This design comes from an exercise in tuning for small area on the open sky130 flow, not from production work. Only simulation tests tie the RTL to the original design; equivalence was not proved. The flow treats the clock pin as an ideal source, which a real chip does not have. Power figures rest on the tool's default switching activity, not on a simulated workload.

==> config.mk <==
export PLATFORM = sky130hd
export DESIGN_NAME = keyboard
export DESIGN_NICKNAME = keyboard
export VERILOG_FILES = /design/flow/design.v
export SDC_FILE = /design/flow/constraint.sdc
export NUM_CORES = 4
export LEC_CHECK = 0
export CAP_MARGIN = 20
export CORE_MARGIN = 2
export CORE_UTILIZATION = 40
export SLEW_MARGIN = 20
==> constraint.sdc <==
create_clock -name core_clock -period 20.0 [get_ports {clk}]
set_input_delay 4.0000 -clock core_clock [delete_from_list [all_inputs] [get_ports {clk}]]
set_output_delay 4.0000 -clock core_clock [all_outputs]
set_load 0.01 [all_outputs]
==> design.v <==
module keyboard (
    input        clk,
    input        rst,
    input        semitone,
    input  [3:0] row,
    output [3:0] col,
    output [7:0] diods,
    output       waveR,
    output       waveL
    );
    wire       slow_clk, slow_clk_d;
    wire [1:0] ri, ci;
    wire       valid;
    clockdiv clkdiv (.clk(clk), .rst(rst), .slow_clk(slow_clk), .slow_clk_d(slow_clk_d));
    keypad kypd (.clk(clk), .rst(rst), .en(slow_clk), .row(row), .col(col),
                 .diods(diods), .valid(valid), .ri(ri), .ci(ci));
    wavegen wavgn (.clk(clk), .rst(rst), .semitone(semitone), .p(slow_clk), .pd(slow_clk_d),
                   .valid(valid), .ri(ri), .ci(ci), .wave(waveR));
    assign waveL = waveR;
endmodule
module clockdiv (
    input  clk,
    input  rst,
    output slow_clk,
    output slow_clk_d
    );
    reg [13:0] s;
    assign slow_clk = (s == 14'h02a0);
    assign slow_clk_d = (s == 14'h0540);
    always @(posedge clk, posedge rst)
        if (rst)
            s <= 14'h22a0;
        else
            s <= {s[12:0], ~(s[13] ^ s[12]) ^ slow_clk};
endmodule
module keypad (
    input        clk,
    input        rst,
    input        en,
    input  [3:0] row,
    output [3:0] col,
    output [7:0] diods,
    output reg       valid,
    output reg [1:0] ri,
    output reg [1:0] ci
    );
    reg [1:0] q;
    wire onecold = (row == 4'b0111) | (row == 4'b1011) |
                   (row == 4'b1101) | (row == 4'b1110);
    always @(posedge clk, posedge rst)
        if (rst) begin
            q     <= 2'd3;
            valid <= 1'b0;
        end else if (en) begin
            q     <= q - 2'd1;
            valid <= onecold;
        end
    always @(posedge clk)
        if (en & onecold) begin
            ri <= {~(row[2] & row[3]), ~(row[1] & row[3])};
            ci <= q;
        end
    assign col = ~(4'b0001 << q);
    assign diods[7:4] = {4{valid}} & (4'b0001 << ri);
    assign diods[3:0] = {4{valid}} & (4'b0001 << ci);
endmodule
module wavegen (
    input        clk,
    input        rst,
    input        semitone,
    input        p,
    input        pd,
    input        valid,
    input  [1:0] ri,
    input  [1:0] ci,
    output reg   wave
    );
    reg [21:0] c3;
    reg        make_semitone;
    always @(posedge clk)
        if (semitone)
            c3 <= 22'd0;
        else
            c3 <= {~c3[20:0], ~(c3[21] ^ c3[20])};
    always @(posedge clk, posedge rst)
        if (rst)
            make_semitone <= 1'b0;
        else if (semitone)
            make_semitone <= 1'b1;
        else if (c3 == 22'h1280e8)
            make_semitone <= 1'b0;
    reg        ge;
    reg  [7:0] k;
    reg        z, sil, sh;
    reg [16:0] lo;
    wire ev   = z ? p : pd;
    wire fire = ~sil & ~valid & ev & (k == 8'd250);
    wire lo1  = &lo;
    wire        k_clr = valid | fire | (sil & ge);
    wire        k_inc = sil ? lo1 : ev;
    wire  [7:0] k_n   = k_clr ? 8'd0 : k + {7'd0, k_inc};
    wire        z_n   = z & ~valid & ~fire;
    wire        sil_n = ~valid & (sil | fire);
    wire        hz_n  = sil & ~ge & ((|k) | lo1);
    wire [16:0] lo_n  = ge ? 17'd0 : lo + 17'd1;
    wire        shn   = valid ? make_semitone : sh;
    wire [4:0] sel = {ri, ci, shn};
    wire [16:0] lim1 =
        ({17{sel == 5'b00000}} & 17'd95200) |
        ({17{sel == 5'b00001}} & 17'd90219) |
        ({17{sel == 5'b00010}} & 17'd84831) |
        ({17{sel == 5'b00011}} & 17'd80359) |
        ({17{sel == 5'b00100}} & 17'd75619) |
        ({17{sel == 5'b00101}} & 17'd75619) |
        ({17{sel == 5'b00110}} & 17'd71591) |
        ({17{sel == 5'b00111}} & 17'd67566) |
        ({17{sel == 5'b01000}} & 17'd63774) |
        ({17{sel == 5'b01001}} & 17'd60196) |
        ({17{sel == 5'b01010}} & 17'd56817) |
        ({17{sel == 5'b01011}} & 17'd53624) |
        ({17{sel == 5'b01100}} & 17'd50514) |
        ({17{sel == 5'b01101}} & 17'd50514) |
        ({17{sel == 5'b01110}} & 17'd47781) |
        ({17{sel == 5'b01111}} & 17'd45092) |
        ({17{sel == 5'b10000}} & 17'd47781) |
        ({17{sel == 5'b10001}} & 17'd45092) |
        ({17{sel == 5'b10010}} & 17'd42566) |
        ({17{sel == 5'b10011}} & 17'd40172) |
        ({17{sel == 5'b10100}} & 17'd37918) |
        ({17{sel == 5'b10101}} & 17'd37918) |
        ({17{sel == 5'b10110}} & 17'd35789) |
        ({17{sel == 5'b10111}} & 17'd33782) |
        ({17{sel == 5'b11000}} & 17'd31886) |
        ({17{sel == 5'b11001}} & 17'd30097) |
        ({17{sel == 5'b11010}} & 17'd28408) |
        ({17{sel == 5'b11011}} & 17'd26814) |
        ({17{sel == 5'b11100}} & 17'd25282) |
        ({17{sel == 5'b11101}} & 17'd25282) |
        ({17{sel == 5'b11110}} & 17'd23888) |
        ({17{sel == 5'b11111}} & 17'd22547);
    wire ge_n = z_n | (sil_n ? (~ge & (&k) & (lo == 17'h1fffe))
                             : (hz_n | (~ge & (lo >= lim1))));
    always @(posedge clk, posedge rst)
        if (rst) begin
            k   <= 8'd1;
            z   <= 1'b1;
            sil <= 1'b0;
            ge  <= 1'b1;
        end else begin
            k   <= k_n;
            z   <= z_n;
            sil <= sil_n;
            ge  <= ge_n;
        end
    always @(posedge clk) begin
        lo <= lo_n;
        sh <= shn;
    end
    always @(posedge clk, posedge rst)
        if (rst)
            wave <= 1'b0;
        else if (ge)
            wave <= ~wave;
endmodule
==> flow/run.sh <==
#!/bin/bash
# Layout: the standard flow, with these changes:
#  - ports are buffered with buf_1 instead of the default buffer;
#  - in place of TritonCTS's H-tree, four clock buffers fed by the clock
#    port each drive a group of the flip-flops, found by k-means from a
#    split in quarters (flow/clock.tcl), and
#    logic cells are sized down where timing allows;
set -euo pipefail
R=$PWD/orfs/results/$FLOW_PLATFORM/keyboard/base
export RESULTS=$R
export PLATFORM_DIR=$FLOW_HOME/platforms/$FLOW_PLATFORM
export LIB=$PLATFORM_DIR/lib/sky130_fd_sc_hd__tt_025C_1v80.lib
PORTBUF="BUFFER_PORTS_ARGS=-buffer_cell sky130_fd_sc_hd__buf_1"
bash standard.sh synth > synth.log 2>&1
bash standard.sh "$PORTBUF" place > place.log 2>&1
sizes=(8 8 8 8)
for attempt in 1 2 3; do
  CLKBUFS="${sizes[*]}" openroad -no_init -exit flow/clock.tcl > clock_$attempt.log 2>&1
  bash standard.sh "$PORTBUF" finish > finish_$attempt.log 2>&1
  openroad -no_init -exit flow/slew.tcl > slew_$attempt.log 2>&1
  changed=0
  while read -r tag g s; do
    [[ $tag == SLEW && $g =~ ^[0-3]$ ]] || continue
    if awk -v s="$s" 'BEGIN { exit !(s > 0.115) }' && [[ ${sizes[$g]} != 16 ]]; then
      sizes[$g]=16; changed=1
    fi
  done < slew_$attempt.log
  [[ $changed == 1 ]] || break
done
==> flow/clock.tcl <==
# Four clock buffers, fed by the clock port, each drive a quarter of the
# flip-flops (split by x, then y, then refined by k-means) and sit at
# their centre. CLKBUFS gives the
# size of each (clkbuf_N). Cells are then sized down where
# timing allows. Writes the CTS step's results.
read_db $::env(RESULTS)/3_place.odb
read_liberty $::env(LIB)
read_sdc $::env(RESULTS)/3_place.sdc
source $::env(PLATFORM_DIR)/setRC.tcl
set block [ord::get_db_block]
set dbu [$block getDbUnitsPerMicron]
# flip-flops with their clock pins and centres
set ffs {}
foreach inst [$block getInsts] {
  if { [[$inst getMaster] isSequential] } {
    set box [$inst getBBox]
    set pin [$inst findITerm CLK]
    lappend ffs [list [expr {([$box xMin] + [$box xMax]) / 2}] [expr {([$box yMin] + [$box yMax]) / 2}] [$inst getName]/CLK]
  }
}
# split them in four: halves by x, then each half by y
proc halves { l idx } {
  set l [lsort -integer -index $idx $l]
  set h [expr {[llength $l] / 2}]
  return [list [lrange $l 0 [expr {$h - 1}]] [lrange $l $h end]]
}
set groups {}
foreach half [halves $ffs 0] {
  foreach q [halves $half 1] { lappend groups $q }
}
# then a few rounds of k-means from that start, for compact groups
for {set it 0} {$it < 20} {incr it} {
  set cs {}
  foreach g $groups {
    set sx 0; set sy 0
    foreach f $g { set sx [expr {$sx + [lindex $f 0]}]; set sy [expr {$sy + [lindex $f 1]}] }
    lappend cs [list [expr {double($sx) / [llength $g]}] [expr {double($sy) / [llength $g]}]]
  }
  set new {{} {} {} {}}
  foreach f $ffs {
    set best 0; set bd 1e30
    for {set j 0} {$j < 4} {incr j} {
      set c [lindex $cs $j]
      set d [expr {abs([lindex $f 0] - [lindex $c 0]) + abs([lindex $f 1] - [lindex $c 1])}]
      if {$d < $bd} { set bd $d; set best $j }
    }
    lset new $best [concat [lindex $new $best] [list $f]]
  }
  set ok 1
  foreach g $new { if {[llength $g] == 0 || [llength $g] > 24} { set ok 0 } }
  if {!$ok} break
  set groups $new
}
set sizes $::env(CLKBUFS)
set i 0
foreach g $groups {
  set sx 0; set sy 0; set pins {}
  foreach f $g {
    set sx [expr {$sx + [lindex $f 0]}]
    set sy [expr {$sy + [lindex $f 1]}]
    lappend pins [get_pins [lindex $f 2]]
  }
  set x [expr {double($sx) / [llength $g] / $dbu}]
  set y [expr {double($sy) / [llength $g] / $dbu}]
  puts "clock buffer $i (clkbuf_[lindex $sizes $i]): [llength $g] flip-flops, at $x $y"
  insert_buffer -buffer_cell sky130_fd_sc_hd__clkbuf_[lindex $sizes $i] -net clk -load_pins $pins -location [list $x $y] -buffer_name clkbuf_$i -net_name clk_$i
  incr i
}
set_propagated_clock [all_clocks]
estimate_parasitics -placement
set_dont_use {sky130_fd_sc_hd__probe_p_8 sky130_fd_sc_hd__probec_p_8 sky130_fd_sc_hd__lpflow_*}
# with this much slack, give back the area that synthesis spent on speed:
# every logic cell goes to the smallest size of its kind, then repair_design
# fixes any slew or capacitance this breaks, and repair_timing any timing
set smallest {}
foreach inst [$block getInsts] {
  set m [[$inst getMaster] getName]
  if { [[$inst getMaster] isSequential] || [string match clkbuf_* [$inst getName]] } { continue }
  if { ![regexp {^(sky130_fd_sc_hd__\w+)_(\d+)$} $m -> base size] } { continue }
  if { [string match *tap* $base] || [string match *fill* $base] || [string match *decap* $base] || [string match *conb* $base] } { continue }
  set best $m
  set best_area [[$inst getMaster] getArea]
  foreach cand [list ${base}_0 ${base}_1 ${base}_2] {
    set lc [get_lib_cells -quiet $cand]
    if { $lc == "" } { continue }
    set mm [[ord::get_db] findMaster $cand]
    if { $mm == "NULL" } { continue }
    if { [$mm getArea] < $best_area } { set best $cand; set best_area [$mm getArea] }
  }
  if { $best != $m } {
    replace_cell [$inst getName] $best
    lappend smallest "[$inst getName] $m -> $best"
  }
}
puts "sized down: [llength $smallest]"
foreach l $smallest { puts "  $l" }
estimate_parasitics -placement
repair_design
repair_timing -setup -hold
detailed_placement
check_placement -verbose
estimate_parasitics -placement
report_clock_min_period
report_checks -path_delay min_max
write_db $::env(RESULTS)/4_1_cts.odb
write_sdc $::env(RESULTS)/4_cts.sdc
==> flow/slew.tcl <==
# Worst flip-flop clock-pin slew (ns) of the final layout, per clock
# buffer group: prints "SLEW <group> <slew>".
read_db $::env(RESULTS)/6_final.odb
read_liberty $::env(LIB)
read_sdc $::env(RESULTS)/6_final.sdc
read_spef $::env(RESULTS)/6_final.spef
set_propagated_clock [all_clocks]
array set w {}
foreach pin [get_pins -hierarchical */CLK] {
  set net [get_full_name [get_nets -of_objects $pin]]
  if { ![regexp {^clk_(\d)} $net -> g] } { set g root }
  set s [get_property $pin slew_max]
  if { ![info exists w($g)] || $s > $w($g) } { set w($g) $s }
}
foreach g [lsort [array names w]] { puts "SLEW $g $w($g)" }
==> standard.sh <==
#!/bin/bash
# synth_recipe.tcl (not shown) runs the flow's synth.tcl, then flattens the netlist and writes it again
# the make line also repeats each setting of config.mk as NAME=value (left out here)
make -C /OpenROAD-flow-scripts/flow DESIGN_CONFIG=/design/flow/config.mk WORK_HOME=/design/flow/orfs CLKGATE_MAP_FILE= SYNTH_SCRIPT=/design/flow/synth_recipe.tcl "${@:-finish}"
==> out/summary.md <==
The critical path capture point type was an output port. Internal power comes to 0.000192 W. The startpoint identified for the worst register-to-register timing path is kypd.valid. The run gives 9280 sq um as the area inside the core boundary.

The average cell area after synthesis works out to 9.12 sq um. The overall routing resource usage is 15.3%. The total power density per cell area is 64.4 nW/um^2, and the area enclosed by the die boundary is 10,400 sq um.

The fraction of synthesized cell area in xor and xnor cells was 5.92%; the post-synthesis share of cell area spent on full adders, half adders and majority gates was 9.11%. The logs give 40 for the pin count of the biggest net entering global routing and 0.0140 ns for the post-route clock skew. The floorplan step set the die height to 102 um. Counting every instance in the synthesized netlist gives 422. The post-layout minimum cycle time is 5.82 ns, and the static power due to leakage is 1.64 nW. After synthesis, the share of cell area in mux cells is 0.260%.

The most instantiated flip-flop cell in the synthesis netlist is sky130_fd_sc_hd__dfxtp_1. The initialized floorplan defines 35 standard-cell rows. The final-report max-slew violation count is 0, and the ratio of final minimum period to clock period is 29.1%. The count of buffers from port buffering came out at 20. The count of nets left with antenna violations once routing finished came out at 0. Largest area contributor in the synthesized netlist: sky130_fd_sc_hd__dfxtp_1. The layout has 961 filler cells. For the pin with the worst max-slew slack, the measured transition is 0.928 ns. After routing the design area is 3980 sq um. Global routing consumed, on the met2 layer, 25.7% of the routing resources.

For the final routed database, the setup TNS stands at 0 ns. The worst pin sits at a relative slew slack of 36.4%. The logs give 0 for the final count of hold timing violations and 41.4% for the initial standard-cell utilization of the core.

In the synthesized netlist, the cells that appear most often are sky130_fd_sc_hd__nor2_1 (67), sky130_fd_sc_hd__dfxtp_1 (40), sky130_fd_sc_hd__nand2_1 (33), sky130_fd_sc_hd__ha_1 (28), sky130_fd_sc_hd__dfrtp_1 (21). The logs give 0.000256 W for the total design power and 2,952 for the total via count after detailed routing. Following the worst setup path forward leads to its endpoint at diods[5]. After the first detailed-routing iteration, the DRC count stood at 140. The global-route met3 utilization was 1.30%. After detailed placement, the total cell area comes to 4020 sq um.

During I/O placement, the number of pins put on the boundary was 21. The tools report the residual DRC count as 0. Arrival time at the worst endpoint: 1.82 ns. The capture instance of the worst register-to-register path is wavgn.ge. Of all nets on the critical path, the largest fanout is 31. In the routed layout, each cell is associated on average with a via count of 5.31. The first detailed-routing pass ran for 7 iterations.

The post-layout worst setup margin is 14.18 ns. The logs give 13.3 mm for the global-route wire length before repair and 63 for the distinct cell type count after synthesis. At the worst endpoint, the required time is 16.00 ns. Net switching is 24.9% of the power.

For this run, the top clock speed supported by timing is 172 MHz. In the post-synthesis netlist, the biggest area contributors are sky130_fd_sc_hd__dfxtp_1 (21%), sky130_fd_sc_hd__dfrtp_1 (14%), sky130_fd_sc_hd__ha_1 (9.1%), sky130_fd_sc_hd__nor2_1 (6.5%), sky130_fd_sc_hd__dfstp_2 (6.1%). Max-cap violations in this run came to 0. For the number of warnings printed during yosys synthesis, the log shows 3. From synthesis to final layout, the design area changed by 3.32%.

In the final design database the tool counted 464 nets. The routed wire length per instance came out at 14.1 um. STA classifies the critical path startpoint as a register.

After clock tree synthesis, the clock-pin slew on the worst setup and hold paths is 0.09 ns. The critical path launch point was kypd.ri[0]. At the later pin of the worst-skew pair, clock insertion delay measures 0.17 ns.

The area share of the largest cell type after synthesis was 20.8%; the compound-cell area share of the yosys netlist was 13.2%. In the synthesized netlist the async set-or-reset flop fraction comes to 40.5%. Setup repair after global routing left no endpoint under its margin. The wire-length estimate of the detail-placed layout is 5.70 mm. The run finished with no timing, DRC or antenna violations. The setup path with the least slack is of type reg -> out. The logs give 0 for the final setup violation count and 457 for the net count after synthesis. The total wire length is 7.84 mm, and the sequential group share of total power is 67.1%.

Combinational cells account for 11.7% of the total power. 0 antenna diodes ended up in the layout. In this run the horizontal extent of the chip is 102 um.

The tools report the cell area after synthesis as 3850 sq um. The tightest min-delay check is of the reg -> reg type. Once placement completed, the tool counted placed cells totaling 552.

In the post-synthesis netlist, the cell with the most instances is sky130_fd_sc_hd__nor2_1. The worst-case reg-to-reg path depth is 13, and the routability congestion estimate from global placement is 0.921. Counting flops with a built-in enable in the synthesized netlist gives 4.

The final non-filler cell total is 556, and the relative contribution of the clock network to total power is 21.2%. For the initial antenna violation count, the log shows 0. The overall overflow remaining after global route is 0, and the fraction of the mapped netlist area in simple logic gates is 23.3%. IR analysis of the VDD net gives a maximum drop of 0.0365 mV. The setup slack on the worst flop-to-flop path is 16.32 ns. In the global route stage, met1 resource usage came out at 22.0%. By area, the combinational part of the netlist is dominated by simple AND/OR/NAND/NOR gates.

The global routing stage identified its most utilized layer as met2. The tools report the worst slack at placement as 14.43 ns. The tools report the via count of the first global-routing pass as 2,750.

The share of synthesized area occupied by flip-flops and latches came out at 43.7%. The total net switching power was 0.0000638 W. Cells with a size suffix above 1 make up 3.98% of the layout.

The flop and latch count out of synthesis works out to 74.
-- how the worst min path moves through the flow --
| stage | slack [ns] | endpoint | depth (start not counted) | from |
|---|---|---|---|---|
| detailed placement | 0.37 | clkdiv.s[13] | 0 | clkdiv.s[12] |
| finish | 0.39 | clkdiv.s[13] | 0 | clkdiv.s[12] |
| global placement | 0.36 | clkdiv.s[13] | 0 | clkdiv.s[12] |
| floorplan | 0.35 | clkdiv.s[13] | 0 | clkdiv.s[12] |
| global route | 0.39 | clkdiv.s[5] | 0 | clkdiv.s[4] |
-- cell families (layout without fill, tap and decap cells) --
logic type | after synthesis | count (layout)
DFF | 74 | 74
AOI/OAI and AO/OA | 78 | 78
adders and majority gates | 28 | 28
muxes | 1 | 1
and+or+nand+nor | 175 | 175
xor gates and xnor gates | 26 | 26
buffers and inverters | 40 | 45
-- registers in the layout (all words and copies together) (netlist names), 2 cells and up --
register  cells
kypd.ci       2
wavgn.k       8
wavgn.lo     17
wavgn.c3     22
kypd.ri       2
kypd.q        2
clkdiv.s     14
-- power by group through the flow --
stage,Sequential [W],Combinational [W],Clock [W]
after floorplan,0.000172,0.0000246,0
after global placement,0.000175,0.0000289,0
after detailed placement,0.000175,0.0000312,0
after global routing,0.000174,0.0000364,0.0000622
final,0.000172,0.0000300,0.0000542
-- per-stage QoR --
stage	utilization, %	hold WS (ns)
after floorplan	-	0.355
after global routing	42.8	0.393
after detailed placement	43.3	0.372
final	42.8	0.392
after global placement	43.0	0.358
-- placed cells by master, fill, tap and decap left out, drive strengths merged, types with 5 or more instances in the layout --
master | netlist | routed
dfrtp | 21 | 21
nor2b | 5 | 5
xnor2 | 7 | 7
a21o | 5 | 5
xor2 | 19 | 19
o21ai | 23 | 23
clkbuf | 14 | 7
ha | 28 | 28
nor3 | 9 | 9
inv | 17 | 17
dfstp | 9 | 9
nor2 | 68 | 68
and3 | 7 | 7
a211oi | 7 | 7
nand3 | 15 | 15
buf | 8 | 20
nand2 | 36 | 36
dfxtp | 40 | 40
nand4 | 7 | 7
a21oi | 21 | 21
-- worst max-delay path, cell delays in order, from the launching register on --
cell and delay (ns):
sky130_fd_sc_hd__edfxtp_1 0.33, sky130_fd_sc_hd__clkbuf_2 0.46, sky130_fd_sc_hd__clkinv_1 0.42, sky130_fd_sc_hd__nor3_1 0.27, sky130_fd_sc_hd__buf_1 0.18
-- routing by layer --
metal,share of wire (%),wire (um)
met2,48,3740
met5,0,0
met1,47,3700
met4,1.8,138
met3,3.4,266
-- cell type report --
type                            count  area [sq um]  share of cell area [%]
Timing Repair Buffer               23          90.1                    2.27
Inverter                           18          67.6                    1.70
Tap cell                          129           161                    4.06
Multi-Input combinational cell    308          1920                    48.3
Sequential cell                    74          1680                    42.3
Clock buffer                        4          55.1                    1.38

## what the ideal ports hide
The flow's constraints put no driver on any port. The routed layout listed below was extracted and timed again, unchanged, in two steps.
Step 1, drivers: a clkbuf_16 drives clk and a buf_2 each remaining input, both assumed.
Step 2 moves the port delays by t, midway between the first and last clock arrival at a register: inputs arrive t later, outputs are due t later. That takes back most of the time a late clock gives input paths.
a / b / c = no drivers / after step 1 / after step 2; a / b = the first two.
t (ns): 0.220
setup slack, ns: 14.177 / 14.118 / 14.338
worst setup path after step 2: register to output
slew at the worst register clock pin (ns): 0.11 / 0.11
After both steps this run still meets setup and hold. For this run, drivers alone change the setup slack by -0.059 ns; drivers and shift together by +0.161 ns.
